From an optimization exercise on the open Yosys and OpenROAD flow, aimed at small area; shortcuts taken in it are not production practice. In this exercise RTL edits were held to simulation tests only and were not proved equivalent to the original. The clock port is modelled as an ideal driver; clocking choices that lean on that would not hold on a real chip. Power and IR drop assume default switching activity.

<file path="design/flow/config.mk">
export PLATFORM = sky130hd
export DESIGN_NAME = CODES
export DESIGN_NICKNAME = CODES
export VERILOG_FILES = /design/flow/design.v
export SDC_FILE = /design/flow/constraint.sdc
export NUM_CORES = 4
export LEC_CHECK = 0
export CAP_MARGIN = 20
export CORE_MARGIN = 2
export CORE_UTILIZATION = 40
export SLEW_MARGIN = 20
</file>
<file path="design/flow/run.sh">
#!/bin/bash
# synth_recipe.tcl (not shown) runs the flow's synth.tcl, then flattens the netlist and writes it again
# the make line also repeats each setting of config.mk as NAME=value (left out here)
make -C /OpenROAD-flow-scripts/flow DESIGN_CONFIG=/design/flow/config.mk WORK_HOME=/design/flow/orfs CLKGATE_MAP_FILE= SYNTH_SCRIPT=/design/flow/synth_recipe.tcl finish
</file>
<file path="design/flow/design.v">
module CODES(
	input  clk,         
	input  reset,       
	input  enable,
	output available,
	input  [ADDR_WIDTH - 1:0] addr_in,
	input  [DATA_WIDTH - 1:0] data_in,
	input  [128:0] code,
	output reg genie_ovr,
	output reg [DATA_WIDTH - 1:0] genie_data
);
parameter ADDR_WIDTH   = 24;  
parameter DATA_WIDTH   = 8;   
parameter MAX_CODES    = 32;
localparam INDEX_SIZE  = $clog2(MAX_CODES-1);  
localparam DATA_S      = DATA_WIDTH - 1;
localparam COMP_S      = DATA_S + DATA_WIDTH;
localparam ADDR_S      = COMP_S + ADDR_WIDTH;
localparam COMP_F_S    = ADDR_S + 1;
localparam ENA_F_S     = COMP_F_S + 1;
localparam CODE_WIDTH  = ENA_F_S + 1;
reg [ENA_F_S:0] codes[MAX_CODES];
wire [ADDR_WIDTH-1: 0] code_addr    = code[64+:ADDR_WIDTH];
wire [DATA_WIDTH-1: 0] code_compare = code[32+:DATA_WIDTH];
wire [DATA_WIDTH-1: 0] code_data    = code[0+:DATA_WIDTH];
wire code_comp_f = code[96];
wire [COMP_F_S:0] code_trimmed = {code_comp_f, code_addr, code_compare, code_data};
wire [INDEX_SIZE-1:0] index;
reg [INDEX_SIZE-1:0] dup_index;
reg [INDEX_SIZE:0] next_index;
reg found_dup;
assign index = found_dup ? dup_index : next_index[INDEX_SIZE-1:0];
always_comb begin
	dup_index = 0;
	found_dup = 0;
	for (int x = 0; x < MAX_CODES; x = x + 1) begin
		if (codes[x][ADDR_S-:ADDR_WIDTH] == code_addr) begin
			dup_index = x[INDEX_SIZE-1:0];
			found_dup = 1;
		end
	end
end
assign available = |next_index;
reg code_change;
always_ff @(posedge clk) begin
	if (reset) begin
		next_index <= 0;
		code_change <= 0;
		for (int x = 0; x < MAX_CODES; x = x + 1) codes[x] <= '0;
	end else begin
		code_change <= code[128];
		if (code[128] && ~code_change && (found_dup || next_index < MAX_CODES)) begin  
			codes[index] <= {1'b1, code_trimmed};
			if (~found_dup) next_index <= next_index + 1'b1;
		end
	end
end
always_comb begin
	genie_ovr = 0;
	genie_data = '0;
	if (enable) begin
		for (int x = 0; x < MAX_CODES; x = x + 1) begin
			if (codes[x][ENA_F_S] && codes[x][ADDR_S-:ADDR_WIDTH] == addr_in) begin
				if (!codes[x][COMP_F_S] || (codes[x][COMP_S-:DATA_WIDTH] == data_in)) begin
					genie_ovr = 1;
					genie_data = codes[x][DATA_S-:DATA_WIDTH];
				end
			end
		end
	end
end
endmodule
</file>
<file path="design/flow/constraint.sdc">
create_clock -name core_clock -period 10.0 [get_ports {clk}]
set_input_delay 2.0000 -clock core_clock [delete_from_list [all_inputs] [get_ports {clk}]]
set_output_delay 2.0000 -clock core_clock [all_outputs]
set_load 0.01 [all_outputs]
</file>
==> metrics list, run 1 <==
- The routed layout has between 40000 and 50000 vias.
* Area of the multi-input gates: between 30000 and 40000 sq um
* Routing usage on met2: 0.410
- Clock H-tree levels: 4
* Final-report max-slew violation count: 0
- STA classifies the critical path endpoint as an output pin.
- Before antenna repair, the detailed router went through 16 iterations.
* Leakage Power: between 0.03 and 0.04 uW
- DIE WIDTH: 439 um
* Tightest Hold Check Type: reg -> reg
* Pin slew with the least headroom to its limit: 1.28 ns
* First-pass GRT wire length: 348 mm
- For this run, global-route usage on met1 was measured as 0.343.
- Finished layout cell area: 83400 sq um
* Element type at the critical path start: input pin
- Yosys mapped a number of flops with a built-in enable equal to between 1000 and 1500.
- After global routing the overflow that remains totals 0.
- Final total power: roughly 13000 uW
* Most frequent cells in the layout: 1314 x and2_1, 1312 x edfxtp_1, 943 x xor2_1
- In the final layout, the share of cells above drive strength 1 is 0.101.
* Most used flip-flop cell after synthesis: edfxtp_1
- Setup repair after global routing missed its margin: no
- For this block, the initial DRC count from the detailed router was 4901.
- Initial Util: 0.402
* Final #Nets: 6453
- Detailed placement ended at an HPWL of 154 mm.
* Yosys warning total: 1
- Maximum ir drop on the vdd rail: 0.000199 V
- The number of cells on the worst reg-to-reg path is 14.
* Met3 Resource Use GR: 0.0323
- The worst register-to-register path ends at codes[26][37].
- Standard-cell rows: about 160
* Max-slew headroom at the worst pin: 0.147
- R2r startpoint: codes[11][34]
- STA puts the critical path data arrival time at 7.76 ns.
- Layout overhead on the synthesized area: 10.3%
* Most common library cell in the layout ignoring fill and taps: and2_1
- TritonCTS built the clock tree.
- Number of nets with antenna violations after routing: 0
- Fill cells in the final layout number 17300.
* Die Footprint: 192000 sq um
* Synthesized cell area: 75600 sq um
- Summing all flip-flop and latch instances after layout gives 40200 sq um.
* Setup clock skew after layout: 0.0462 ns
- The later pin in the worst-skew pair is clocked with a latency of 0.83 ns.
- Max Cap Violations: 0
- Synthesis handed over a netlist of 6326 instances.
* Required time at the worst-slack endpoint: 8.00 ns
- CTS root buf: clkbuf_16
* Final cell count without fillers: between 8000 and 9000
- Once the clock tree was built, the resizer swapped 0 gates to a different size.
- Counting instances, the worst hold path has a depth of 1.
- Reg clk slew, reported paths: around 0.06 ns
- Power per standard cell area: 159 nW/um^2
* Num Clock Sinks: 1351
- Number of design rule violations left after detail routing: 0
* Vias in the first global route: between 40000 and 50000
- F_max: between 100 and 150 MHz
- GRT Max-Usage Layer: met2
- The total area inside the core boundary comes to 188000 sq um.
* Number of nets produced by synthesis: 6492
- Boundary Pins: roughly 170
* Placed cell count: 8629
* Maximum fanout along the worst path: 21
- Tot GR Track Use: 0.251
- Average cell area after synthesis: 11.9 sq um
* Unique cell type count in the Yosys netlist: 73
* Reg2reg setup slack: 3.95 ns
- Tmin final: 9.76 ns
- Synthesis inferred between 1000 and 1500 register bits.
* Tightest hold margin: 0.448 ns
* Clock buffer depth: 3
- Share of the cycle needed by the critical path after routing: 0.976
* Routed wire length: 245 mm
- Area of placed instances: 78600 sq um
- Number of antenna violations at the first check in global routing: 11
* WS Path Type: in -> out
- After clock tree synthesis, the flow added hold-fix buffers numbering 0.
- RD Place Congestion: around 0.9
* Number of CTS-inserted buffers: 150
- Worst hold start: codes[7][41]
- Counting flops with an async set or reset pin after synthesis yields a share of 0.
- The number of hold violations in the final report came to 0.
* Result of the run: no timing/DRC/antenna violations
* Pin count of the biggest net entering global routing: 46
- For hold timing, the worst endpoint is codes[7][41].
- The die is about 440 um tall.
* Mean routed wirelength per cell: 27.4 um
- Number of I/O port buffers: 86
- Final setup viols: 0
* Post-route setup TNS: 0 ns
- Once the clock tree was built, the setup fixing pass inserted 0 buffers.
- Seq/Total Area, Yosys: 0.532
- Number of vias per cell after detailed routing: 5.45
==> metrics by stage <==
step	worst slack, ns	utilization
6_report	0.236	0.444
5_1_grt	0.345	0.444
4_1_cts	0.467	0.443
3_5_place_dp	0.512	0.419
3_3_place_gp	0.287	0.418
2_1_floorplan	3.01	-
==> logic make-up after synthesis <==
group                      after synthesis  share of synthesized area
and+or+nand+nor                       2228                      0.182
xor gates and xnor gates              1796                      0.208
DFF                                   1351                      0.532
buffers and inverters                  590                     0.0408
AOI/OAI and AO/OA                      286                     0.0267
muxes                                   73                     0.0101
adders and majority gates                2                   0.000331
==> synthesized netlist by cell type (39+ instances only) <==
cell type  number  area (sq um)
o21ai_0        87           435
and2_1       1314          8220
nand2_1        90           338
nor3_1         56           280
clkbuf_1      171           642
buf_4          68           510
nand4_1       249          1560
buf_6          44           495
dfxtp_1        39           781
nor4_1        242          1510
xor2_1        943          8260
mux2i_1        49           490
nand3_1        60           300
edfxtp_1     1312         39400
nor2_1         82           308
inv_1          77           289
xnor2_1       853          7470
buf_2         224          1120
==> state kept, by name, indices dropped and copies added, names as in the netlist <==
name,cells
codes,1344
next_index,6
code_change,1
==> cell type report <==
type,count,area share
inverters,77,0.00347
multi-input cells,4385,0.389
diodes,9,0.000270
clock buffers,192,0.0483
well taps,2495,0.0374
clock inverters,81,0.00774
repair buffers,322,0.0316
flip-flops and latches,1351,0.482
==> where the power goes <==
part           switching [uW]  internal [uW]
registers                 136           6400
logic                     873            438
clock network            2400           2990
total                    3410           9830
==> critical path, stage by stage <==
cell	delay (ns)
buf_4	0.60
xnor2_1	0.20
nand4_1	0.11
nor4_1	0.67
nand3_1	0.62
nand2_1	0.44
a221oi_1	0.10
o211ai_1	0.17
o2111ai_1	0.21
a2111oi_1	1.19
buf_4	0.24
o311ai_0	0.11
buf_4	0.23
a21oi_1	0.22
clkdlybuf4s50_1	0.60
==> worst max-delay path by stage <==
stage / from / endpoint
floorplan: data_in[6] / genie_data[0]
global placement: addr_in[18] / genie_data[0]
CTS: data_in[4] / genie_data[0]
detailed placement: addr_in[18] / genie_data[0]
finish: addr_in[14] / genie_data[0]
global route: data_in[4] / genie_data[0]
==> per-layer routing <==
layer,vias up,share of wire
met1,24600,0.42
li1,21600,-
met4,0,0.034
met5,-,0
met3,402,0.072
met2,1924,0.47
==> run 2: changes to the inputs <==
==> design/flow/design.v (replaced) <==
module CODES(
	input  clk,
	input  reset,
	input  enable,
	output available,
	input  [ADDR_WIDTH - 1:0] addr_in,
	input  [DATA_WIDTH - 1:0] data_in,
	input  [128:0] code,
	output genie_ovr,
	output [DATA_WIDTH - 1:0] genie_data
);
parameter ADDR_WIDTH   = 24;
parameter DATA_WIDTH   = 8;
localparam MAX_CODES   = 32;
wire [ADDR_WIDTH-1:0] code_addr    = code[64+:ADDR_WIDTH];
wire [DATA_WIDTH-1:0] code_compare = code[32+:DATA_WIDTH];
wire [DATA_WIDTH-1:0] code_data    = code[0+:DATA_WIDTH];
wire                  code_comp_f  = code[96];
reg [ADDR_WIDTH-1:0] e_addr [MAX_CODES];
reg [DATA_WIDTH-1:0] e_cmp  [MAX_CODES];
reg [DATA_WIDTH-1:0] e_data [MAX_CODES];
reg                  e_cf   [MAX_CODES];
reg [5:0] count;
reg       code_change;
reg       zq;
assign available = |count;
wire [MAX_CODES-1:0] alloc_v;
genvar g;
generate
	for (g = 0; g < MAX_CODES; g = g + 1) begin : gv
		assign alloc_v[g] = (count > g);
	end
endgenerate
reg [MAX_CODES-1:0] dm;
always_comb begin
	for (int x = 0; x < MAX_CODES; x = x + 1)
		dm[x] = alloc_v[x] && (e_addr[x] == code_addr);
end
wire zhit      = (code_addr == 0) && !count[5];
wire found_dup = (|dm) || zhit;
wire load      = code[128] && !code_change;
wire alloc     = load && !found_dup && !count[5];
reg [MAX_CODES-1:0] we;
always_comb begin
	for (int x = 0; x < MAX_CODES; x = x + 1)
		we[x] = load && (dm[x] || (!found_dup && !count[5] && count[4:0] == x));
	we[MAX_CODES-1] = we[MAX_CODES-1] || (load && zhit);
end
always_ff @(posedge clk) begin
	for (int x = 0; x < MAX_CODES; x = x + 1) begin
		if (we[x]) begin
			e_addr[x] <= code_addr;
			e_cmp[x]  <= code_compare;
			e_data[x] <= code_data;
			e_cf[x]   <= code_comp_f;
		end
	end
end
always_ff @(posedge clk) begin
	if (reset) begin
		count       <= 0;
		code_change <= 0;
		zq          <= 0;
	end else begin
		code_change <= code[128];
		if (alloc) count <= count + 1'b1;
		if (load && zhit) zq <= 1;
	end
end
reg [MAX_CODES-1:0] m;
always_comb begin
	for (int x = 0; x < MAX_CODES; x = x + 1)
		m[x] = alloc_v[x] && (e_addr[x] == addr_in);
	m[MAX_CODES-1] = (alloc_v[MAX_CODES-1] || zq) && (e_addr[MAX_CODES-1] == addr_in);
end
reg [DATA_WIDTH-1:0] s_cmp, s_data;
reg                  s_cf;
always_comb begin
	s_cmp  = '0;
	s_data = '0;
	s_cf   = 0;
	for (int x = 0; x < MAX_CODES; x = x + 1) begin
		s_cmp  = s_cmp  | ({DATA_WIDTH{m[x]}} & e_cmp[x]);
		s_data = s_data | ({DATA_WIDTH{m[x]}} & e_data[x]);
		s_cf   = s_cf   | (m[x] & e_cf[x]);
	end
end
assign genie_ovr  = enable && (|m) && (!s_cf || s_cmp == data_in);
assign genie_data = s_data;
endmodule
--- a/design/flow/config.mk
+++ b/design/flow/config.mk
@@ -7,5 +7,7 @@
 export LEC_CHECK = 0
 export CAP_MARGIN = 20
 export CORE_MARGIN = 2
-export CORE_UTILIZATION = 40
+export CORE_UTILIZATION = 55
+export CTS_BUF_LIST = sky130_fd_sc_hd__clkbuf_4 sky130_fd_sc_hd__clkbuf_8
+export CTS_CLUSTER_SIZE = 20
 export SLEW_MARGIN = 20
==> metrics list, run 2 <==
- Boundary Pins: 174
* Worst hold start: zq
- Crit path DAT: approximately 6.7 ns
* FILL cells: a little over 9000
- The register with the most flip-flops in the layout has ~770 of them.
- CTS root buf: clkbuf_8
* Share of the cycle needed by the critical path after routing: 0.870
* Clock tree from TritonCTS: done
* Seq/Total Area, Yosys: 0.625
* Leakage Power: 0.0222 uW
- Maximum ir drop on the vdd rail: 0.000133 V
- Synthesis produced a netlist with a net count of 4596.
- Hold-critical path endpoint: zq
- F_max: approximately 110 MHz
- Max-slew headroom at the worst pin: 0.168
- Final #Nets: just under 5000
* Reg clk slew, reported paths: 0.06 ns
* Standard-cell rows: about 120
- The synthesized design contains 1312 enable-type register cells.
- Relative to the synthesized area, the layout overhead comes to 11.5%.
- The initial utilization of the core area, before any placement, comes to 0.554.
- Ranked by flip-flop count, first place goes to e_addr.
- The floorplan step set the die height to 343 um.
- Pin count of the biggest net entering global routing: 44
- Required time at the worst-slack endpoint: 8.00 ns
- Clock H-tree levels: 4
- The floorplan step defined a die boundary enclosing 118000 sq um.
- The routed design has 225 mm of wire.
- Buffers placed on the I/O ports in this run total between 80 and 90.
- Summing all multi-input logic gate instances after layout gives 22000 sq um.
* Pin slew with the least headroom to its limit: 1.24 ns
- Number of design rule violations left after detail routing: 0
* Most used flip-flop cell after synthesis: edfxtp_1
* Yosys warning total: 5
- After synthesis, the share of flip-flops with an asynchronous set or reset is 0.
- Reg2reg setup slack: 3.88 ns
- Clock buffer depth: 3
* #FFs+latches synth: 1320
- The top cell types in the final layout, fill and taps aside, are 1312 x edfxtp_1, 969 x xnor2_1, 570 x xor2_1.
- WS Path Type: in -> out
- The number of clock buffers added by TritonCTS is roughly 220.
- Number of hold violations in the final report: 0
* Post-CTS resize count: 0
* Mean routed wirelength per cell: 35.3 um
- Synthesized netlist cell count: 4426
- STA classifies the critical path endpoint as an output pin.
* Detailed Route Iter0 Violations: 5938
- The worst hold path belongs to the class reg -> reg.
- Number of nets with antenna violations after routing: 0
* CP peak stage delay: 0.66 ns
- RD Place Congestion: roughly 0.93
* Final-report max-slew violation count: 0
* Commonest cells post-synth: 1312 x edfxtp_1, 969 x xnor2_1, 570 x xor2_1
- Measured along the x axis, the die boundary spans ~340 um.
- Tmin final: 8.70 ns
* Unique cell type count in the Yosys netlist: 77
* Tot GR Track Use: 0.383
- Cell types occupying the most area after synthesis: edfxtp_1 62%, xnor2_1 13%, xor2_1 7.9%
- Vias in the first global route: between 30000 and 40000
- Leading cell type by number of instances after synthesis: edfxtp_1
- The worst setup path is launched from an input pin.
* Synthesized cell area: 63300 sq um
- At the end of the flow the core is filled with cells to 0.618.
- Post-route setup TNS: 0 ns
* Post-detail-place hpwl: 141 mm
* Final setup viols: 0
* Fraction of final layout cells with drive strength greater than 1: 0.139
- Max-cap violations in this run came to 0.
- Of the post-synthesis cell area, the dominant cell type holds 0.623.
- The synthesized design spends more area on one cell type than any other, namely edfxtp_1.
- Setup repair after global routing left no endpoint under its margin.
- At the later pin of the worst-skew pair, clock insertion delay measures roughly 1 ns.
- Clock tree synthesis found a total of 1320 sinks.
* Total global routing overflow: 0
* Cell occurring most often along the worst timing path: buf_4
* Storage cell area: 39600 sq um
* Setup clock skew after layout: 0.0633 ns
- First-pass GRT wire length: between 300 and 400 mm
- The slowest stage of the critical path belongs to the cell nor4_2.
* Post-CTS Hold Buffers: 0
- The detailed router placed 41100 vias in this run.
- In this run the critical register-to-register path is launched from count[0].
* Core area: 114000 sq um
- Number of vias per cell after detailed routing: 6.43
- The number of antenna violations at the first check in global routing is 5.
* Worst hold path depth: 2
- Result of the run: no timing/DRC/antenna violations
- The worst register-to-register path ends at e_cmp[9][3].
* DR pass1 iterations: 5
- Averaged over all synthesized cells, the footprint is 14.3 sq um.
- The largest registers in the layout are e_addr (768), e_cmp (256), e_data (256).
* Maximum fanout along the worst path: 20
* Most common library cell in the layout ignoring fill and taps: edfxtp_1
- Crit-path cells: buf_4 -> buf_4 -> xnor2_1 -> nand4_1 -> nor4_2 -> and2_1 -> buf_4 -> a22oi_1 -> and4_1 -> a31o_2 -> a22o_1 -> nor4_2 -> o211a_1 -> clkdlybuf4s50_1
- After clock tree synthesis, the setup repair step added 0 buffers.
- For this design the ratio of total power to cell area is 166 nW/um^2.
* Cells on worst reg2reg path: 12
-- run 2: cell types whose count changed after synthesis, moves of 76 or more --
cell and change:
nand3_1 +107, buf_2 -192, nand4_1 +76, and2_1 -1289, xor2_1 -373, xnor2_1 +116, a22oi_1 +86, clkbuf_1 -130
o21ai_0 -79
-- run 2: where the power goes --
part	internal (uW)	total, uW	switching (uW)
registers	6110	6130	14.4
clock network	2400	4690	2290
logic	268	862	593
total	8780	11700	2900
-- run 2: critical path, delay by kind of cell --
family          cells  cell delay, ns
simple gates        5            1.80
buf+inv             4            1.84
xor+xnor            1            0.16
compound gates      4            0.83
-- run 2: kinds of logic (layout without fill, tap and decap cells) --
logic type                 after synthesis  count (layout)  synth area share
AOI/OAI and AO/OA                      270             270            0.0335
buffers and inverters                  307             746            0.0329
other                                    0               6                 0
adders and majority gates                6               6           0.00119
DFF                                   1320            1320             0.625
muxes                                    1               1          0.000178
and+or+nand+nor                        983             983            0.0936
xor gates and xnor gates              1539            1539             0.213
-- run 2: worst max-delay path by stage --
stage / from / end / cells after the start
2_1_floorplan: code[76] / e_addr[29][0] / 7
3_3_place_gp: addr_in[17] / genie_ovr / 14
5_1_grt: addr_in[1] / genie_ovr / 14
3_5_place_dp: addr_in[17] / genie_ovr / 14
4_1_cts: addr_in[17] / genie_ovr / 14
6_report: addr_in[17] / genie_ovr / 14
-- run 2: per-stage QoR --
step | setup WS (ns) | area (sq um) | instances | total power [uW] | hold WS, ns
CTS | 1.36 | 70500 | 6377 | 11700 | 0.481
floorplan | 3.29 | 63300 | 4426 | 6730 | 0.441
global route | 1.17 | 70500 | 6380 | 12000 | 0.497
finish | 1.30 | 70500 | 6383 | 11700 | 0.486
global placement | 1.33 | 66300 | 5980 | 7090 | 0.466
detailed placement | 1.38 | 66300 | 5982 | 7090 | 0.467
-- run 2: routing by layer --
layer / vias to the layer above / share of wire / global-route usage
li1: 17100 / - / -
met1: 21100 / 0.40 / 0.531
met2: 2438 / 0.45 / 0.595
met3: 471 / 0.098 / 0.0713
met4: 0 / 0.047 / 0.166
met5: - / 0 / 0
-- run 2: final cells by class --
cell class              instances  share of cell area
clock inverters                98             0.00830
repair buffers                291              0.0368
clock buffers                 297              0.0511
flip-flops and latches       1320               0.561
inverters                      60             0.00319
well taps                    1512              0.0268
diodes                          6            0.000213
multi-input cells            2799               0.313
==> run 3: changes to the inputs <==
==> design/flow/config.mk (replaced) <==
export PLATFORM = sky130hd
export DESIGN_NAME = CODES
export DESIGN_NICKNAME = CODES
export VERILOG_FILES = /design/flow/design.v
export SDC_FILE = /design/flow/constraint.sdc
export NUM_CORES = 4
export LEC_CHECK = 0
export CAP_MARGIN = 20
export CORE_MARGIN = 2
export CORE_UTILIZATION = 40
export SLEW_MARGIN = 20
==> metrics list, run 3 <==
- The flow ran to the end and the layout has no timing, DRC or antenna violations.
- The clock period could shrink to 9.10 ns.
* Int Pwr: about 9300 uW
* WS Path Type: in -> out
- The number of global-route vias before repair came to 39100.
- Setup clock skew after layout: 0.0383 ns
- The layout has 13900 filler cells.
- In the final layout, the registers with the most flip-flops are e_addr (768), e_cmp (256), e_data (256).
- ANT cells: 0
* Fraction of final layout cells with drive strength greater than 1: 0.113
- Maximum fanout along the worst path: 21
- Max reg flops: approximately 770
* Die span in y: 402 um
* DR pass1 iterations: 7
* Setup repair after global routing missed its margin: no
- Final total power: 12200 uW
- In the final layout, the multi-input gates occupy 22000 sq um.
* Tightest Hold Check Type: reg -> reg
- Part of the total power dissipated in combinational logic: 0.070
- At the end of the flow the core is filled with cells to 0.456.
- Number of I/O port buffers: 86
- Entering global routing, the biggest net connects 46 pins.
- In this run the number of H-tree levels came out at 4.
* Core area: 157000 sq um
- Number of nets with antenna violations after routing: 0
- Clock tree from TritonCTS: done
- After the first detailed-routing iteration, the DRC count stood at 5659.
* RD Place Congestion: about 0.92
- Post-detail-place hpwl: between 100 and 150 mm
- Final-report max-slew violation count: 0
* Number of hold violations in the final report: 0
* Synth top area share: 0.623
- Across the whole layout, storage elements account for 39600 sq um.
- Pre-CTS setup slack: 1.10 ns
* Kind of end point of the critical path: output pin
- Most frequent cells in the layout: 1312 x edfxtp_1, 969 x xnor2_1, 570 x xor2_1
- Pin slew with the least headroom to its limit: 1.28 ns
- Mean routed wirelength per cell: 33.1 um
- Summing over every cut layer, the via total after detailed routing is 40900.
- Summed over all layers, the routed wires come to 225 mm.
- Counting distinct cell types in the post-synthesis netlist gives 77.
- Clock buffer depth: 3
- The synthesized design contains ~1300 register bits.
* Critical path origin: addr_in[7]
* F_max: roughly 110 MHz
- The share of total power dissipated in the clock network is 0.428.
- In the final design database the tool counted 4797 nets.
- Post-route setup TNS: 0 ns
- Number of antenna violations at the first check in global routing: 5
- The analysis attributes to cell leakage a power of 0.0222 uW.
- Power per standard cell area: approximately 170 nW/um^2
- Switch share: 0.234
- Number of design rule violations left after detail routing: 0
- For this run the aggregate overflow at the end of global routing stands at 0.
- CTS placed an instance of clkbuf_16 at the clock tree root.
* Leading cell type by number of instances after synthesis: edfxtp_1
- Across the VDD grid, the largest voltage drop is 0.000173 V.
- Clock-pin slew was measured on the worst setup and hold paths at approximately 0.060 ns.
* Synthesized cell area: 63300 sq um
- The register with the most flip-flops in the final layout is e_addr.
* Required time at the worst-slack endpoint: approximately 8 ns
- In the global route stage, overall resource usage came out at 0.274.
* Layout overhead on the synthesized area: 12.9%
- For this configuration, the core starts out at a cell density of 0.404.
* Most common library cell in the layout ignoring fill and taps: edfxtp_1
- After detailed routing, the number of vias per cell comes to about 6.0.
- Synthesized netlist cell count: ~4400
- Average cell area after synthesis: approximately 14 sq um
* Max-slew headroom at the worst pin: 0.126
- The clock drives between 1000 and 1500 sinks.
* R2r startpoint: count[0]
- Cell taking the most area after synthesis: edfxtp_1
- Ranked by total cell area, the synthesized netlist is headed by edfxtp_1 62%, xnor2_1 13%, xor2_1 7.9%.
- The tool flagged a number of max-cap violations equal to 0.
- The worst path meets setup with 0.903 ns of slack.
* Number of enable-type register cells in the synthesized netlist: between 1000 and 1500
- The analysis attributes to net switching a power of 2860 uW.
- The Yosys step of the flow raised 5 warnings.
- Post-CTS Hold Buffers: 0
- The number of gates resized after CTS was 0.
- DIE WIDTH: 402 um
- Of the synthesized area, sequential elements account for 0.625.
- Standard-cell rows: 145
* Boundary Pins: 174
- Clock insertion delay at the later pin of the skew report: 0.79 ns
- Worst hold start: zq
- Final setup viols: 0
- Commonest cells post-synth: 1312 x edfxtp_1, 969 x xnor2_1, 570 x xor2_1
- In the synthesized netlist the dominant register cell turns out to be edfxtp_1.
- Seq pwr share: 0.502
* Setup Buffers After CTS: 0
- Die Footprint: 161000 sq um
- The first global-routing pass estimated around 310 mm of wire.
- Number of CTS-inserted buffers: 144
- The number of nets in the synthesized netlist is 4596.
* Tightest hold margin: around 0.5 ns
- The worst setup path is launched from an input pin.
- Share of flip-flops with an asynchronous set or reset: 0
- Crit path DAT: a little over 7 ns
- Share of the cycle needed by the critical path after routing: 0.910
[run 3: cell counts after synthesis]
No cell type changed its count.
[run 3: cells by family after synthesis]
kind of cell | Yosys count | synth area share
fa+ha+maj | 6 | 0.00119
compound gates | 270 | 0.0335
flops | 1320 | 0.625
buf+inv | 307 | 0.0329
xor+xnor | 1539 | 0.213
mux | 1 | 0.000178
simple gates | 983 | 0.0936
[run 3: path summary, 6_finish.rpt]
check	to	slack (ns)	depth (start not counted)
worst max-delay path	genie_ovr	0.90	13
worst min-delay path	zq	0.50	2
worst max register to register	e_cmp[11][7]	3.83	12
worst min register to register	zq	0.50	2
[run 3: area by class of cell]
| class | count | share of cell area |
|---|---|---|
| clock buffers | 189 | 0.0537 |
| clock inverters | 70 | 0.00921 |
| inverters | 60 | 0.00315 |
| multi-input cells | 2799 | 0.308 |
| flip-flops and latches | 1320 | 0.554 |
| well taps | 2058 | 0.0361 |
| repair buffers | 302 | 0.0361 |
[run 3: per-layer routing]
layer / global-route usage / part of all wire / up-vias
li1: - / - / 16900
met1: 0.385 / 0.41 / 21200
met2: 0.426 / 0.45 / 2379
met3: 0.0497 / 0.099 / 406
met4: 0.0939 / 0.037 / 4
met5: 0 / 0.000093 / -
[run 3: worst max-delay path, cell delays in order]
cell and delay, ns:
buf_4 0.60, buf_4 0.44, xor2_1 0.20, nor4_1 0.10, nand4_2 0.14, nor2_1 0.22
a2111oi_0 1.16, nand4_1 0.24, or3_1 0.42, a22o_1 0.23, nor4_2 0.48, o211a_1 0.29
clkdlybuf4s50_1 0.55
[run 3: power by group through the flow]
stage          Clock (uW)  Combinational, uW  Sequential, uW
3_3_place_gp            0                833            6240
3_5_place_dp            0                835            6240
4_1_cts              5260                839            6130
5_1_grt              5470                882            6130
2_1_floorplan           0                485            6240
6_report             5220                853            6130
[run 3: metrics by stage]
step,instances,area (sq um)
3_5_place_dp,6539,66900
6_report,6798,71400
3_3_place_gp,6537,66900
4_1_cts,6798,71400
2_1_floorplan,4426,63300
5_1_grt,6798,71400
==> run 4: changes to the inputs <==
--- a/design/flow/design.v
+++ b/design/flow/design.v
@@ -86,5 +86,5 @@
 	end
 end
 assign genie_ovr  = enable && (|m) && (!s_cf || s_cmp == data_in);
-assign genie_data = s_data;
+assign genie_data = s_data & {DATA_WIDTH{genie_ovr}};
 endmodule
==> design/flow/config.mk (replaced) <==
export PLATFORM = sky130hd
export DESIGN_NAME = CODES
export DESIGN_NICKNAME = CODES
export VERILOG_FILES = /design/flow/design.v
export SDC_FILE = /design/flow/constraint.sdc
export NUM_CORES = 4
export LEC_CHECK = 0
export CAP_MARGIN = 0
export CORE_MARGIN = 2
export CORE_UTILIZATION = 60
export CTS_BUF_LIST = sky130_fd_sc_hd__clkbuf_8 sky130_fd_sc_hd__clkbuf_16
export CTS_CLUSTER_DIAMETER = 60
export CTS_CLUSTER_SIZE = 20
export SLEW_MARGIN = 0
==> metrics list, run 4 <==
- The run finished with no timing, DRC or antenna violations.
- Setup repair after global routing missed its margin: no
- Static timing analysis puts the maximum clock frequency at 109 MHz.
- The commonest cells after synthesis are 1312 x edfxtp_1, 822 x xnor2_1, 717 x xor2_1.
- Counting flops and latches in the post-synthesis netlist gives 1320.
- Cell occurring most often along the worst timing path: buf_4
* Average cell area after synthesis: 14.2 sq um
* Die span in y: 328 um
- Area of the multi-input gates: 21900 sq um
- Pin count of the biggest net entering global routing: 43
- Mean routed wirelength per cell: 36.5 um
- Seq/Total Area, Yosys: 0.627
* Cell types occupying the most area after synthesis: edfxtp_1 62%, xnor2_1 11%, xor2_1 10%
* Number of enable-type register cells in the synthesized netlist: 1312
- TritonCTS built the clock tree.
- In this run the cell area measured after placement is approximately 66000 sq um.
- Number of antenna violations at the first check in global routing: 8
- Walking the worst path, the cells encountered are buf_4 -> buf_4 -> xor2_1 -> nor4_1 -> nand4_2 -> nor2_1 -> buf_4 -> a22o_1 -> nor4_1 -> nand4_1 -> a22o_1 -> o41ai_4 -> buf_4 -> o311a_1 -> clkdlybuf4s50_1.
- Leaving out fill and tap cells, the most frequent cell in the layout is edfxtp_1.
* CP peak stage delay: 1.03 ns
- Of the cells placed in the final design, the portion with a size suffix greater than 1 is 0.119.
- In the post-synthesis netlist, the cell with the most instances is edfxtp_1.
* WS Path Type: in -> out
- Core area: 104000 sq um
- The floorplan step defined a die boundary enclosing 108000 sq um.
- The die is around 330 um wide.
- Number of hold violations in the final report: 0
* Post-route setup TNS: 0 ns
- Max Used Layer: met5
* Power share of the clock group: 0.408
- Int Pwr: between 8000 and 9000 uW
- Synthesized netlist cell count: 4429
* Final setup viols: 0
- Post-CTS Hold Buffers: 0
- Post-detail-place hpwl: roughly 140 mm
- In the routed design, unresolved DRC markers number 0.
- For this block, wires on met1 add up to 84.0 mm.
* Tot GR Track Use: 0.410
* Reg2reg setup slack: between 3 and 4 ns
- The first TritonRoute pass finished after 6 iterations.
- Wire segments on met2 add up to 99.6 mm in the final route.
* Num Clock Sinks: 1320
* Synth top area share: 0.624
- Cell taking the most area after synthesis: edfxtp_1
- Net Sw Power: 3010 uW
- Synthesis produced a netlist with a net count of 4599.
- Standard-cell rows: 118
* Yosys warning total: 5
- Clock insertion delay at the later pin of the skew report: 0.75 ns
- Clock-pin slew was measured on the worst setup and hold paths at about 0.080 ns.
- Number of nets with antenna violations after routing: 0
* Finished layout cell area: 70200 sq um
- Synthesized cell area: 63100 sq um
- In the final design database the tool counted 4779 nets.
* Number of I/O port buffers: 86
- After layout, the worst setup slack is 0.851 ns.
- The total overflow left after global routing is 0.
- The first global-routing pass estimated about 310 mm of wire.
* Register with the most flip-flops: e_addr
- The worst setup path is launched from an input pin.
* Vias in the first global route: 39300
* Worst path top cell family by delay: buffers and inverters
- In the layout the commonest cells are 1312 x edfxtp_1, 822 x xnor2_1, 717 x xor2_1.
- CTS built an H-tree with a depth of 3.
- STA classifies the critical path endpoint as an output pin.
* Power per standard cell area: 169 nW/um^2
- Layout overhead on the synthesized area: 11.3%
* Share of the cycle needed by the critical path after routing: 0.915
* Post-CTS resize count: 0
- Detailed Route Iter0 Violations: 6468
- Switch share: 0.253
- Of the total power, combinational logic draws 0.075.
* Final-report max-slew violation count: 0
- Number of vias per cell after detailed routing: 6.76
* Setup Buffers After CTS: 0
- Seq pwr share: 0.516
- Max Cap Violations: 0
- The detailed router placed 41100 vias in this run.
- RD Place Congestion: about 0.94
- The initial utilization of the core area, before any placement, comes to 0.607.
- Number of CTS-inserted buffers: around 110
- The analysis attributes to cell leakage a power of 0.0223 uW.
* Routed wire length: 222 mm
- Cell with the largest stage delay on the worst path: nor4_1
- Between clock sinks in the finished design, the worst skew comes to 0.0367 ns.
* Storage cell area: roughly 40000 sq um
- After filler insertion, the fill cell instance count of the layout stands at approximately 7600.
* Unique cell type count in the Yosys netlist: 79
- STA puts the critical path data required time at 8.00 ns.
- Measured against its own limit, the worst slew margin works out to 0.145.
- For the pin with the worst max-slew slack, the measured transition is 1.25 ns.
- In this run the clock root is driven by a clkbuf_16.
- Detail Route met3 WL: 26.7 mm
- Of all nets on the critical path, the largest fanout is 23.
* Crit path buf inv count: 5
* Share of flip-flops with an asynchronous set or reset: 0
* Clock buffer depth: 3
- Timing analysis after detailed placement gives a worst setup slack of 1.13 ns.
- Across the VDD grid, the largest voltage drop is about 0.00017 V.
- The register with the most flip-flops in the layout has 768 of them.
- Crit path DAT: 7.15 ns
- After layout, the minimum clock period comes to 9.15 ns.
* Tightest hold margin: ~0.6 ns
- Pin placement for this block handled ~170 I/O pins.
- In this run the worst hold path is classified as reg -> reg.
- Most used flip-flop cell after synthesis: edfxtp_1
* Largest registers in the final layout: e_addr (768), e_cmp (256), e_data (256)
[run 4: power by group through the flow]
stage	sequential (uW)	clock (uW)	combinational [uW]
after floorplan	6250	0	489
after global placement	6250	0	867
after detailed placement	6260	0	870
after CTS	6130	4860	874
after global routing	6130	5060	917
final	6130	4850	894
[run 4: area by class of cell]
cell class / instances / area share
Antenna cell: 2 / 0.0000713
Tap cell: 1380 / 0.0246
Clock inverter: 101 / 0.0180
Timing Repair Buffer: 316 / 0.0379
Sequential cell: 1320 / 0.563
Inverter: 75 / 0.00401
Clock buffer: 114 / 0.0406
Multi-Input combinational cell: 2782 / 0.311
[run 4: path summary, 6_finish.rpt]
kind	start	cells past startpoint	to
worst min register to register	zq	2	zq
worst min-delay path	zq	2	zq
worst max-delay path	addr_in[13]	15	genie_data[7]
worst max register to register	count[4]	11	e_data[19][1]
[run 4: worst min-delay path: stages (launching register included)]
cell,delay [ns]
dfxtp_1,0.38
a21oi_1,0.14
nor2_1,0.04
[run 4: through the flow]
stage               power (uW)  instances   util
CTS                      11900       6088  0.675
detailed placement        7130       5873  0.636
global placement          7120       5873  0.636
finish                   11900       6090  0.676
global route             12100       6088  0.675
floorplan                 6740       4429      -
[run 4: layer usage]
metal,global-route usage,vias up
met5,0,-
li1,-,16900
met2,0.629,2814
met1,0.569,20900
met3,0.0894,585
met4,0.179,6
[run 4: kinds of logic after synthesis]
group           share of synthesized area
xor+xnor                            0.214
flops                               0.627
simple gates                       0.0873
buf+inv                            0.0331
compound gates                     0.0379
fa+ha+maj                         0.00119
mux                              0.000159
==> run 5: changes to the inputs <==
==> design/flow/flow/run.sh (new file) <==
#!/bin/bash
set -euo pipefail
HERE=$(pwd)
C=sky130_fd_sc_hd__clkbuf
export CTS_ARGS="-sink_clustering_enable -repair_clock_nets -dont_use_dummy_load -root_buf ${C}_16 -tree_buf ${C}_16 -sink_clustering_buffer ${C}_8 -buf_list {${C}_8 ${C}_16} -sink_clustering_size 20 -sink_clustering_max_diameter 60 -distance_between_buffers 100"
export POST_CTS_TCL="$HERE/flow/post_cts.tcl"
export FLOW_CLK_SLEW_LIM=0.09
bash standard.sh finish > "$HERE/flow_make.log" 2>&1
==> design/flow/flow/post_cts.tcl (new file) <==
# Upsize clock buffers whose sinks see a slow clock edge, then re-legalise.
set_propagated_clock [all_clocks]
estimate_parasitics -placement
proc my_sink_slew {c} {
  set z [get_pins -of_objects $c -filter "direction==output"]
  set net [get_nets -of_objects $z]
  set mx 0
  foreach p [get_pins -of_objects $net -filter "direction==input"] {
    set s [get_property $p slew_max]
    if {$s > $mx} { set mx $s }
  }
  return $mx
}
set lim $::env(FLOW_CLK_SLEW_LIM)
for {set it 0} {$it < 4} {incr it} {
  set n 0
  foreach c [get_cells clkbuf_*] {
    if {[my_sink_slew $c] > $lim} {
      set r [get_property $c ref_name]
      if {$r == "sky130_fd_sc_hd__clkbuf_4"} {
        replace_cell $c sky130_fd_sc_hd__clkbuf_8; incr n
      } elseif {$r == "sky130_fd_sc_hd__clkbuf_8"} {
        replace_cell $c sky130_fd_sc_hd__clkbuf_16; incr n
      }
    }
  }
  estimate_parasitics -placement
  puts "post_cts: pass $it upsized $n clock buffers"
  if {$n == 0} break
}
detailed_placement
check_placement -verbose
estimate_parasitics -placement
set mx 0
foreach p [get_pins -hierarchical */CLK] {
  set s [get_property $p slew_max]
  if {$s > $mx} { set mx $s }
}
puts "post_cts: max flip-flop clock slew $mx"
==> design/flow/standard.sh (new file) <==
#!/bin/bash
# synth_recipe.tcl (not shown) runs the flow's synth.tcl, then flattens the netlist and writes it again
# the make line also repeats each setting of config.mk as NAME=value (left out here)
make -C /OpenROAD-flow-scripts/flow DESIGN_CONFIG=/design/flow/config.mk WORK_HOME=/design/flow/orfs CLKGATE_MAP_FILE= SYNTH_SCRIPT=/design/flow/synth_recipe.tcl "${@:-finish}"
==> design/flow/config.mk (replaced) <==
export PLATFORM = sky130hd
export DESIGN_NAME = CODES
export DESIGN_NICKNAME = CODES
export VERILOG_FILES = /design/flow/design.v
export SDC_FILE = /design/flow/constraint.sdc
export NUM_CORES = 4
export LEC_CHECK = 0
export CAP_MARGIN = 20
export CORE_MARGIN = 2
export CORE_UTILIZATION = 55
export SLEW_MARGIN = 20
removed: design/flow/run.sh
==> metrics list, run 5 <==
- The run finished with no timing, DRC or antenna violations.
- Die span in y: roughly 340 um
- Share of the core filled with cells: 0.601
- Clock-pin slew was measured on the worst setup and hold paths at ~0.08 ns.
* DR pass1 iterations: 6
* Max-slew headroom at the worst pin: 0.197
- Leakage Power: 0.0214 uW
* Standard-cell rows: ~120
- Reg2reg setup slack: 3.58 ns
- Number of vias per cell after detailed routing: 6.65
- Placed cell count: 5991
* Post-route setup TNS: 0 ns
- Kind of end point of the critical path: output pin
- In this design, the stage delay of the slowest critical-path cell is 0.65 ns.
- Most used flip-flop cell after synthesis: edfxtp_1
* Maximum ir drop on the vdd rail: 0.000170 V
- Entering global routing, the biggest net connects 52 pins.
* Core area: approximately 110000 sq um
- Cell occurring most often along the worst timing path: buf_4
* Crit-path cells: buf_4 -> xor2_1 -> nor4_1 -> nand3b_1 -> nor2_1 -> buf_4 -> a2111oi_0 -> nand4_1 -> or4_1 -> a22o_1 -> o41ai_4 -> buf_4 -> o311a_1 -> clkdlybuf4s50_1
* Number of I/O port buffers: 86
- Switch share: 0.239
- First-pass GRT wire length: ~310 mm
- Num Clock Sinks: between 1000 and 1500
* Fraction of the mapped netlist area in compound gates: 0.0379
- Clock insertion delay at the later pin of the skew report: 0.78 ns
- FILL cells: 9082
- The die covers 117000 sq um.
- The detailed router placed about 41000 vias in this run.
- In this run the remaining antenna-violating nets after routing total 0.
- Setup repair after global routing left no endpoint under its margin.
- Yosys warning total: 5
- Pin slew with the least headroom to its limit: 1.20 ns
* Routed wire length: 227 mm
- Vias in the first global route: 39400
- Seq/Total Area, Yosys: 0.627
- Crit path DAT: 7.07 ns
* Part of the total power dissipated in combinational logic: 0.085
- Int Pwr: 7880 uW
- Worst path top cell family by delay: simple AND/OR/NAND/NOR gates
- Of the total power, the clock network draws 0.323.
- The min-delay analysis places its worst path in the category reg -> reg.
- Synthesis inferred 1320 register bits.
* Crit path buf inv count: 4
* Number of hold violations in the final report: 0
- Fraction of the mapped netlist area in simple logic gates: 0.0873
- F_max: 110 MHz
- Maximum fanout along the worst path: 24
- Number of design rule violations left after detail routing: 0
* Final cell count without fillers: slightly above 6000
- The setup path with the least slack is of type in -> out.
- After the first detailed-routing iteration, the DRC count stood at around 6200.
* Tmin final: 9.07 ns
- The tool flagged a number of max-cap violations equal to 0.
* Unique cell type count in the Yosys netlist: 79
* Register with the most flip-flops: e_addr
- Between clock sinks in the finished design, the worst skew comes to 0.0816 ns.
* Seq pwr share: 0.592
- Mean routed wirelength per cell: 37.1 um
* Number of nets produced by synthesis: 4599
- Synthesis handed over a netlist of approximately 4400 instances.
- Across every metal layer, demand over resource in global routing totals 0.384.
- DIE WIDTH: roughly 340 um
- Cell types occupying the most area after synthesis: edfxtp_1 62%, xnor2_1 11%, xor2_1 10%
* Commonest cells post-synth: 1312 x edfxtp_1, 822 x xnor2_1, 717 x xor2_1
- Boundary Pins: 174
- Area of placed instances: 66200 sq um
* Fraction of final layout cells with drive strength greater than 1: 0.103
* Final-report max-slew violation count: 0
- TritonCTS built the clock tree.
* Xor and xnor area share after synthesis: 0.214
- The average instance in the mapped netlist occupies 14.2 sq um.
- Share of flip-flops with an asynchronous set or reset: 0
- The slowest stage of the critical path belongs to the cell buf_4.
- Summed over all nets, the half-perimeter wirelength after detailed placement is 144 mm.
- Of the available clock period, the critical path in the final layout requires 0.907.
* Final setup viols: 0
* Final #Nets: roughly 4800
- Net Sw Power: ~2500 uW
- Number of enable-type register cells in the synthesized netlist: 1312
* RD Place Congestion: 0.909
- edfxtp_1 takes more of the synthesized area than any other cell.
- Initial Util: 0.553
- Dividing total power by cell area gives a power density of 151 nW/um^2.
- Max reg flops: roughly 770
* Adder-cell share of the synthesized area: 0.00119
- From synthesis to final layout, the design area changed by 8.53%.
- Leaving out fill and tap cells, the most frequent cell in the layout is edfxtp_1.
* Total global routing overflow: 0
- Data on the critical path is required at its endpoint by about 8.0 ns.
- Mux cell area share after synthesis: 0.000159
- Once layout is done, the placed cells without fillers occupy 68500 sq um.
* Combinational family with the most area after synthesis: XOR/XNOR gates
* Number of antenna violations at the first check in global routing: 9
* Element type at the critical path start: input pin
- The largest registers in the layout are e_addr (768), e_cmp (256), e_data (256).
* Synth top area share: 0.624
- Leading cell type by number of instances after synthesis: edfxtp_1
- Most frequent cells in the layout: 1312 x edfxtp_1, 822 x xnor2_1, 717 x xor2_1
- Synthesized cell area: 63100 sq um
## run 5: routing by layer
layer | vias to the layer above | track usage | wire length, um
li1 | 16700 | - | -
met1 | 20900 | 0.545 | 90100
met2 | 2531 | 0.587 | 101000
met3 | 516 | 0.0744 | 24800
met4 | 0 | 0.154 | 11000
met5 | - | 0 | 0
## run 5: cells by family after synthesis
logic type,count (synthesis)
XOR/XNOR,1539
flip-flops,1320
AND/OR/NAND/NOR,930
buffers and inverters,327
AO/OA/AOI/OAI,306
adder cells (fa/ha/maj),6
multiplexers,1
## run 5: path summary, 6_finish.rpt
check | startpoint | to | cells past startpoint
min | zq | zq | 2
max reg2reg | count[0] | e_addr[20][17] | 13
min reg2reg | zq | zq | 2
max | addr_in[6] | genie_data[3] | 14
## run 5: layout make-up
class                   count  area, sq um  area share
inverters                  75          282     0.00411
multi-input cells        2782        21900       0.319
well taps                1512         1890      0.0276
clock buffers             125         2230      0.0325
flip-flops and latches   1320        39600       0.578
diodes                      2         5.00   0.0000731
repair buffers            303         2650      0.0387
## run 5: worst reg2reg max path, stage by stage (launching register included)
cell     delay, ns
dfxtp_1       0.45
inv_1         0.14
ha_1          0.35
nor3b_1       0.46
nand2_1       0.46
nand4_1       0.20
or4_1         0.42
nand4_1       0.21
or4_1         0.60
nor3_1        0.72
and2_1        0.43
nand2_1       0.17
a21oi_4       0.92
buf_4         0.51
## run 5: power groups by stage
stage / Combinational, uW / Sequential, uW / Clock [uW]
floorplan: 489 / 6250 / 0
global placement: 861 / 6250 / 0
detailed placement: 863 / 6250 / 0
global route: 912 / 6130 / 3540
finish: 883 / 6130 / 3350
## run 5: per-stage QoR
stage	total power, uW	setup slack, ns	hold slack (ns)
floorplan	6740	3.09	0.432
global placement	7110	1.17	0.543
detailed placement	7120	1.17	0.537
global route	10600	0.982	0.586
finish	10400	0.928	0.554
==> run 6: changes to the inputs <==
--- a/design/flow/design.v
+++ b/design/flow/design.v
@@ -1,3 +1,9 @@
+module CODES_ao22(
+	input  t, n, k, q,
+	output y
+);
+assign y = (t & n) | (k & q);
+endmodule
 module CODES(
 	input  clk,
 	input  reset,
@@ -16,10 +22,10 @@
 wire [DATA_WIDTH-1:0] code_compare = code[32+:DATA_WIDTH];
 wire [DATA_WIDTH-1:0] code_data    = code[0+:DATA_WIDTH];
 wire                  code_comp_f  = code[96];
-reg [ADDR_WIDTH-1:0] e_addr [MAX_CODES];
-reg [DATA_WIDTH-1:0] e_cmp  [MAX_CODES];
-reg [DATA_WIDTH-1:0] e_data [MAX_CODES];
-reg                  e_cf   [MAX_CODES];
+wire [ADDR_WIDTH-1:0] e_addr [MAX_CODES];
+wire [DATA_WIDTH-1:0] e_cmp  [MAX_CODES];
+wire [DATA_WIDTH-1:0] e_data [MAX_CODES];
+wire                  e_cf   [MAX_CODES];
 reg [5:0] count;
 reg       code_change;
 reg       zq;
@@ -46,16 +52,24 @@
 		we[x] = load && (dm[x] || (!found_dup && !count[5] && count[4:0] == x));
 	we[MAX_CODES-1] = we[MAX_CODES-1] || (load && zhit);
 end
-always_ff @(posedge clk) begin
-	for (int x = 0; x < MAX_CODES; x = x + 1) begin
-		if (we[x]) begin
-			e_addr[x] <= code_addr;
-			e_cmp[x]  <= code_compare;
-			e_data[x] <= code_data;
-			e_cf[x]   <= code_comp_f;
+localparam EW = ADDR_WIDTH + 2*DATA_WIDTH + 1;
+wire [EW-1:0] code_entry = {code_comp_f, code_addr, code_compare, code_data};
+genvar g2;
+generate
+	for (g2 = 0; g2 < MAX_CODES; g2 = g2 + 1) begin : ge
+		wire t = we[g2];
+		wire k = !we[g2];
+		reg  [EW-1:0] r;
+		wire [EW-1:0] d;
+		genvar b;
+		for (b = 0; b < EW; b = b + 1) begin : gb
+			CODES_ao22 u (.t(t), .n(code_entry[b]), .k(k), .q(r[b]), .y(d[b]));
 		end
+		always_ff @(posedge clk)
+			r <= d;
+		assign {e_cf[g2], e_addr[g2], e_cmp[g2], e_data[g2]} = r;
 	end
-end
+endgenerate
 always_ff @(posedge clk) begin
 	if (reset) begin
 		count       <= 0;
--- a/design/flow/config.mk
+++ b/design/flow/config.mk
@@ -9,3 +9,4 @@
 export CORE_MARGIN = 2
 export CORE_UTILIZATION = 55
 export SLEW_MARGIN = 20
+export SYNTH_HIERARCHICAL = 1
==> metrics list, run 6 <==
* Result of the run: no timing/DRC/antenna violations
- Tightest hold margin: 0.473 ns
- STA puts the critical path data required time at 8.00 ns.
* F_max: between 100 and 150 MHz
- Among all stages on the critical path, the largest delay is contributed by buf_4.
* Final #Nets: 6124
- Final-report max-slew violation count: 0
- Post-layout worst setup margin: 1.14 ns
- The first global-routing pass estimated between 300 and 400 mm of wire.
* Post-detail-place hpwl: 165 mm
* Max reg flops: 1312
- Vias in the first global route: 49300
- Once layout is done, the placed cells without fillers occupy 67300 sq um.
* Cell taking the most area after synthesis: dfxtp_1
- Entering global routing, the biggest net connects between 50 and 60 pins.
* Total global routing overflow: 0
- Num Clock Sinks: 1320
* Tot GR Track Use: 0.448
- Of all flip-flops after synthesis, the portion carrying an async set or reset was 0.
- Pre-CTS setup slack: 1.33 ns
- Yosys printed 7 warnings.
- Commonest cells post-synth: 1352 x a22o_1, 1320 x dfxtp_1, 995 x xnor2_1
- Cell types occupying the most area after synthesis: dfxtp_1 43%, a22o_1 19%, xnor2_1 14%
- Before antenna repair, the detailed router went through 7 iterations.
- Number of nets with antenna violations after routing: 0
- Leakage Power: 0.0251 uW
- RD Place Congestion: 0.941
- Number of nets produced by synthesis: around 5900
* Leading cell type by number of instances after synthesis: a22o_1
- Area of placed instances: 64700 sq um
* Fraction of final layout cells with drive strength greater than 1: 0.0968
- Number of hold violations in the final report: 0
* Reg clk slew, reported paths: approximately 0.07 ns
- Detailed Route Iter0 Violations: 7015
* Crit-path cells: buf_4 -> buf_4 -> xnor2_1 -> nand4_1 -> nor4_1 -> buf_4 -> and2_1 -> a22oi_1 -> and4_1 -> a31o_2 -> a2bb2oi_1 -> a41o_2 -> o311a_1 -> clkdlybuf4s50_1
- The average instance in the mapped netlist occupies 10.7 sq um.
- Of the post-synthesis cell area, the dominant cell type holds 0.432.
- The library cell used most frequently in the layout, excluding fill and tap cells, is a22o_1.
- Number of vias per cell after detailed routing: 7.12
- TritonCTS built the clock tree.
- The routed design has approximately 260 mm of wire.
- The worst setup path is of the in -> out kind.
* Synthesized cell area: 61100 sq um
* Setup clock skew after layout: 0.0574 ns
- Number of enable-type register cells in the synthesized netlist: 0
- In this run the vertical extent of the chip is 337 um.
- Across the run, the number of max-cap violations was 0.
* Number of antenna violations at the first check in global routing: 3
* Max-slew headroom at the worst pin: 0.174
- For this block, the via count after detailed routing is between 50000 and 60000.
- Final setup viols: 0
- Synthesized netlist cell count: ~5700
- CP peak stage delay: 0.69 ns
- Summing internal, switching and leakage power gives about 11000 uW.
- In this run the worst path has a maximum fanout of 26.
- Dividing total power by cell area gives a power density of 167 nW/um^2.
- Element type at the critical path start: input pin
* Register with the most flip-flops: ge.r
* Maximum ir drop on the vdd rail: 0.000117 V
* Unique cell type count in the Yosys netlist: 65
- The synthesized design contains 1320 register bits.
- Core area: between 100000 and 150000 sq um
- Layout overhead on the synthesized area: 10.1%
- The worst hold path belongs to the class reg -> reg.
- Kind of end point of the critical path: output pin
- Number of I/O port buffers: 86
* Post-route setup TNS: 0 ns
- Initial Util: 0.554
* Seq/Total Area, Yosys: 0.432
- Most frequent cells in the layout: 1352 x a22o_1, 1320 x dfxtp_1, 995 x xnor2_1
- Tmin final: 8.86 ns
- At the pin with the least slew margin, the transition time is 1.23 ns.
- Die Footprint: 114000 sq um
* Largest registers in the final layout: ge.r (1312), count (6)
- DIE WIDTH: 337 um
- Clock latency on the worst-skew pair, taken at its later pin, is 0.81 ns.
- Mean routed wirelength per cell: 35.2 um
* Number of design rule violations left after detail routing: 0
* Share of the cycle needed by the critical path after routing: 0.886
- Setup repair after global routing left no endpoint under its margin.
* Standard-cell rows: between 100 and 150
* Crit path DAT: 6.86 ns
- The most used flip-flop cell after synthesis is dfxtp_1.
- 174 I/O pins were placed.
- Counting stages on the worst path, the most repeated cell is buf_4.
==> run 6: cell types whose count changed in the layout (fill, tap and decap cells not counted), sizes merged, moves of 27 or more <==
cell | before | now
buf | 268 | 327
dfxtp | 8 | 1320
a2111oi | 27 | 0
xor2 | 717 | 543
nand4 | 304 | 333
xnor2 | 822 | 995
edfxtp | 1312 | 0
inv | 75 | 21
nor3 | 92 | 47
and2 | 17 | 44
nand3 | 80 | 155
a21oi | 41 | 14
a22o | 29 | 1352
==> run 6: critical path: cells and delay by family <==
| kind | cells | cell delay (ns) |
|---|---|---|
| buf+inv | 4 | 1.91 |
| simple gates | 4 | 1.36 |
| compound gates | 5 | 1.35 |
| xor+xnor | 1 | 0.19 |
==> run 6: modules after synthesis (local to each module, per instance) <==
module      times used  flops+latches
CODES                1           1320
CODES_ao22        1312              0
==> run 6: per-layer routing <==
metal	share of wire	GRT usage	up-vias
met2	0.42	0.668	3572
li1	-	-	22100
met3	0.12	0.0971	895
met1	0.40	0.602	26400
met5	0	0	-
met4	0.067	0.250	0
==> run 6: cells by family (layout without fill, tap and decap cells) <==
| group | after synthesis | count (layout) | share of synthesized area |
|---|---|---|---|
| DFF | 1320 | 1320 | 0.432 |
| xor gates and xnor gates | 1538 | 1538 | 0.220 |
| buffers and inverters | 263 | 522 | 0.0262 |
| AOI/OAI and AO/OA | 1618 | 1618 | 0.227 |
| and+or+nand+nor | 947 | 947 | 0.0926 |
| adders and majority gates | 6 | 6 | 0.00123 |
| muxes | 1 | 1 | 0.000164 |
| other | 0 | 1 | 0 |
==> run 6: cell type report <==
cell class                      count  area (sq um)
Multi-Input combinational cell   4110         33500
Tap cell                         1488          1860
Inverter                           21          78.8
Fill cell                        9518         43100
Clock buffer                      143          2600
Sequential cell                  1320         26400
Timing Repair Buffer              358          2820
Antenna cell                        1          2.50
==> run 6: per-stage QoR <==
step	std cells	utilization
3_3_place_gp	7297	0.586
3_5_place_dp	7297	0.586
2_1_floorplan	5693	-
6_report	7441	0.610
5_1_grt	7440	0.609
==> run 6: worst paths after layout <==
path | from | end | slack, ns | cells after the start
hold reg to reg | ge[20].r[6] | ge[20].r[6] | 0.47 | 1
setup / recovery | addr_in[16] | genie_data[3] | 1.14 | 14
hold / removal | ge[20].r[6] | ge[20].r[6] | 0.47 | 1
setup reg to reg | count[5] | ge[30].r[38] | 3.27 | 13
==> run 6: where the power goes <==
| group | switching (uW) | internal (uW) |
|---|---|---|
| registers | 328 | 5620 |
| clock network | 1940 | 1780 |
| logic | 853 | 715 |
| total | 3120 | 8110 |
==> run 7: changes to the inputs <==
--- a/design/flow/design.v
+++ b/design/flow/design.v
@@ -3,6 +3,18 @@
 	output y
 );
 assign y = (t & n) | (k & q);
+endmodule
+module CODES_aoi2(
+	input  a0, b0, a1, b1,
+	output y
+);
+assign y = ~((a0 & b0) | (a1 & b1));
+endmodule
+module CODES_aoi3(
+	input  a0, b0, a1, b1, a2, b2,
+	output y
+);
+assign y = ~((a0 & b0) | (a1 & b1) | (a2 & b2));
 endmodule
 module CODES(
 	input  clk,
@@ -87,18 +99,27 @@
 		m[x] = alloc_v[x] && (e_addr[x] == addr_in);
 	m[MAX_CODES-1] = (alloc_v[MAX_CODES-1] || zq) && (e_addr[MAX_CODES-1] == addr_in);
 end
-reg [DATA_WIDTH-1:0] s_cmp, s_data;
-reg                  s_cf;
-always_comb begin
-	s_cmp  = '0;
-	s_data = '0;
-	s_cf   = 0;
-	for (int x = 0; x < MAX_CODES; x = x + 1) begin
-		s_cmp  = s_cmp  | ({DATA_WIDTH{m[x]}} & e_cmp[x]);
-		s_data = s_data | ({DATA_WIDTH{m[x]}} & e_data[x]);
-		s_cf   = s_cf   | (m[x] & e_cf[x]);
+localparam FW = 2*DATA_WIDTH + 1;
+wire [FW-1:0] sel;
+generate
+	for (g2 = 0; g2 < FW; g2 = g2 + 1) begin : gs
+		wire [MAX_CODES-1:0] dd;
+		wire [10:0] nz;    
+		genvar j;
+		for (j = 0; j < MAX_CODES; j = j + 1) begin : gd
+			assign dd[j] = {e_cf[j], e_cmp[j], e_data[j]} >> g2;
+		end
+		for (j = 0; j < 10; j = j + 1) begin : gj
+			CODES_aoi3 u (.a0(m[3*j]), .b0(dd[3*j]), .a1(m[3*j+1]), .b1(dd[3*j+1]),
+			              .a2(m[3*j+2]), .b2(dd[3*j+2]), .y(nz[j]));
+		end
+		CODES_aoi2 u_last (.a0(m[30]), .b0(dd[30]), .a1(m[31]), .b1(dd[31]), .y(nz[10]));
+		assign sel[g2] = ~&nz;
 	end
-end
+endgenerate
+wire                  s_cf   = sel[FW-1];
+wire [DATA_WIDTH-1:0] s_cmp  = sel[DATA_WIDTH+:DATA_WIDTH];
+wire [DATA_WIDTH-1:0] s_data = sel[0+:DATA_WIDTH];
 assign genie_ovr  = enable && (|m) && (!s_cf || s_cmp == data_in);
 assign genie_data = s_data & {DATA_WIDTH{genie_ovr}};
 endmodule
==> metrics list, run 7 <==
- The run finished with no timing, DRC or antenna violations.
* Post-layout worst setup margin: 0.906 ns
- Post-route setup TNS: 0 ns
* Most common library cell in the layout ignoring fill and taps: dfxtp_1
* Maximum ir drop on the vdd rail: 0.000157 V
* Boundary Pins: 174
* Unique cell type count in the Yosys netlist: 63
- Number of vias per cell after detailed routing: 7.04
- Total global routing overflow: 0
* Tmin final: 9.09 ns
* Number of design rule violations left after detail routing: 0
- Power spread over the standard cell area amounts to between 150 and 200 nW/um^2.
- STA classifies the critical path startpoint as an input pin.
- Clock insertion delay at the later pin of the skew report: approximately 0.77 ns
* Final setup viols: 0
- DIE WIDTH: 334 um
- Derived from the worst setup path, the maximum achievable clock frequency is ~110 MHz.
* Standard-cell rows: 121
- Setup repair after global routing left no endpoint under its margin.
- Routability-driven placement finished with a final weighted congestion of between 0.9 and 1.
- Worst hold start: ge[7].r[4]
- After filler insertion, the fill cell instance count of the layout stands at 9264.
- Reg2reg setup slack: 3.95 ns
* Largest registers in the final layout: ge.r (1312), count (6)
* Synth top area share: 0.441
* Maximum fanout along the worst path: 20
- Summing internal, switching and leakage power gives 10900 uW.
- R2r startpoint: count[1]
- Leakage Power: 0.0250 uW
- The die is 334 um tall.
- Max reg flops: between 1000 and 1500
* Post-detail-place hpwl: 139 mm
- Number of nets produced by synthesis: 5625
* Vias in the first global route: 46900
* Number of enable-type register cells in the synthesized netlist: 0
- Kind of end point of the critical path: output pin
- The first global-routing pass estimated 332 mm of wire.
- Cell taking the most area after synthesis: dfxtp_1
- Pin count of the biggest net entering global routing: 47
* WS Path Type: in -> out
- Via Count: ~50000
* Register with the most flip-flops: ge.r
* Number of I/O port buffers: 86
* Number of hold violations in the final report: 0
* Clock tree from TritonCTS: done
- Most used flip-flop cell after synthesis: dfxtp_1
- Number of nets with antenna violations after routing: 0
- Fraction of final layout cells with drive strength greater than 1: 0.0905
* Max Cap Violations: 0
* Finished layout cell area: 66100 sq um
- Average cell area after synthesis: 11.0 sq um
- Share of flip-flops with an asynchronous set or reset: 0
- Tightest Hold Check Type: reg -> reg
* Routed wire length: 231 mm
- Seq/Total Area, Yosys: 0.441
- DR pass1 iterations: 9
- Required time at the worst-slack endpoint: around 8 ns
- Dividing the detail-routed wire length by the instance count gives 32.7 um.
* Critical path origin: addr_in[5]
- The worst pin sits at a relative slew slack of 0.204.
* Tot GR Track Use: 0.399
- Yosys warning total: 7
- Leading cell type by number of instances after synthesis: dfxtp_1
- #FFs+latches synth: 1320
- Core area: 109000 sq um
- Setup clock skew after layout: 0.0536 ns
* Die Footprint: 112000 sq um
- The number of antenna violations at the first check in global routing was 2.
* Pre-CTS setup slack: roughly 1.1 ns
- For this configuration, the core starts out at a cell density of 0.552.
- The area growth from synthesis to layout is 10.3%.
- For this run, the post-layout net count is slightly below 6000.
- Commonest cells post-synth: 1320 x dfxtp_1, 1313 x a22o_1, 802 x xnor2_1
* Detailed Route Iter0 Violations: roughly 6400
- The number of slew-limit violations in the final report is 0.
- Synthesized cell area: roughly 60000 sq um
* Num Clock Sinks: 1320
- Cell types occupying the most area after synthesis: dfxtp_1 44%, a22o_1 19%, xnor2_1 12%
* Crit path DAT: between 7 and 8 ns
- Share of the cycle needed by the critical path after routing: 0.909
* Tightest hold margin: ~0.47 ns
* Reg clk slew, reported paths: 0.07 ns
* Pin slew with the least headroom to its limit: 1.19 ns
- The library cells used most frequently in the layout, excluding fill and tap cells, are 1320 x dfxtp_1, 1312 x a22o_1, 802 x xnor2_1.
- Synthesized netlist cell count: 5454
- Summing all placed instances gives a cell area of 63800 sq um.
[run 7: cell count changes after synthesis, sizes merged, moves of 39 or more]
cell	delta
and2	-40
a22o	-39
xor2	+200
nor4	+40
nand3	-116
a22oi	-84
nand4	-62
xnor2	-193
a222oi	+157
[run 7: cells by family after synthesis]
group / synth area share
compound gates: 0.235
xor+xnor: 0.226
flops: 0.441
simple gates: 0.0760
buf+inv: 0.0203
fa+ha+maj: 0.00146
mux: 0.000543
[run 7: area by class of cell]
type                    count  area, sq um  share of cell area
diodes                      2         5.00           0.0000757
clock buffers             121         2230              0.0337
inverters                   8         30.0            0.000454
multi-input cells        3911        33000               0.498
flip-flops and latches   1320        26400               0.400
well taps                1414         1770              0.0268
repair buffers            307         2710              0.0410
[run 7: power breakdown]
group,leakage [uW],switching [uW],total [uW],internal (uW)
Clock,0.00113,1860,3380,1520
Combinational,0.0132,851,1570,718
Sequential,0.0107,343,5990,5640
Total,0.0250,3060,10900,7880
[run 7: modules after synthesis, one instance, submodules excluded]
module	flops+latches	times used	cells
CODES_aoi2	0	17	1
CODES_aoi3	0	170	1
CODES_ao22	0	1312	1
CODES	1320	1	3955
[run 7: critical path, stage by stage]
cell and delay (ns):
buf_4 0.59, buf_4 0.35, xnor2_1 0.18, nand4_1 0.13, nor4_1 0.27, nand3_1 0.14
nor4_2 0.45, buf_4 0.41, a222oi_1 0.13, nand4_1 0.21, nor3_1 0.17, xnor2_1 0.16
nor4_1 0.29, a21oi_1 0.10, nor2b_1 0.27, o31ai_4 0.20, a41oi_1 0.36, clkdlybuf4s50_1 0.62
[run 7: worst paths after layout]
kind                   endpoint  cells after the start
setup / recovery  genie_data[7]                     18
hold / removal       ge[7].r[4]                      1
setup reg to reg   ge[24].r[11]                     13
hold reg to reg      ge[7].r[4]                      1
[run 7: metrics by stage]
step	utilization	cells
after floorplan	-	5454
after global placement	0.588	6957
after detailed placement	0.588	6959
after global routing	0.609	7081
final	0.609	7083
[run 7: metal layers]
layer	vias to the layer above	track usage	wire length, um
met5	-	0	0
li1	21400	-	-
met2	2723	0.625	102000
met3	688	0.0531	21100
met4	0	0.194	13300
met1	25000	0.542	95300

==> static timing again, ports no longer ideal <==
The results above use ideal ports. As a check the final layouts listed here were re-extracted and re-timed, cells and wires unchanged. Step 1 sets driving cells, clkbuf_16 on the clock port and buf_2 on the other inputs (assumed; they add their load-dependent delay and slew). Step 2 also shifts input and output timing later by t, the mid clock arrival at the registers, as if the neighbouring blocks saw the same clock. Three values: no drivers, after step 1, after step 2; two values: the first two.
| run | t, ns | slack for setup (ns) | hold WS [ns] | slew at the worst register clock pin (ns) | worst slew at a driven data input, ns |
|---|---|---|---|---|---|
| run 1 | 0.893 | 0.236 / 0.204 / 0.204 | 0.448 / 0.448 / 0.448 | 0.07 / 0.07 | 0.08 |
| run 2 | 1.026 | 1.299 / 1.274 / 1.274 | 0.486 / 0.486 / 0.486 | 0.07 / 0.07 | 0.11 |
| run 3 | 0.859 | 0.903 / 0.877 / 0.877 | 0.499 / 0.499 / 0.499 | 0.07 / 0.07 | 0.11 |
| run 4 | 0.821 | 0.851 / 0.825 / 0.825 | 0.608 / 0.608 / 0.608 | 0.09 / 0.09 | 0.05 |
| run 5 | 0.815 | 0.928 / 0.900 / 0.900 | 0.554 / 0.554 / 0.554 | 0.09 / 0.09 | 0.05 |
| run 6 | 0.865 | 1.138 / 1.112 / 1.112 | 0.473 / 0.473 / 0.473 | 0.09 / 0.09 | 0.08 |
| run 7 | 0.819 | 0.906 / 0.876 / 0.876 | 0.472 / 0.472 / 0.472 | 0.09 / 0.09 | 0.11 |
After both steps setup and hold are still met in every run listed. For run 1, which loses most, drivers alone change the setup slack by -0.032 ns; drivers and shift together by -0.032 ns.
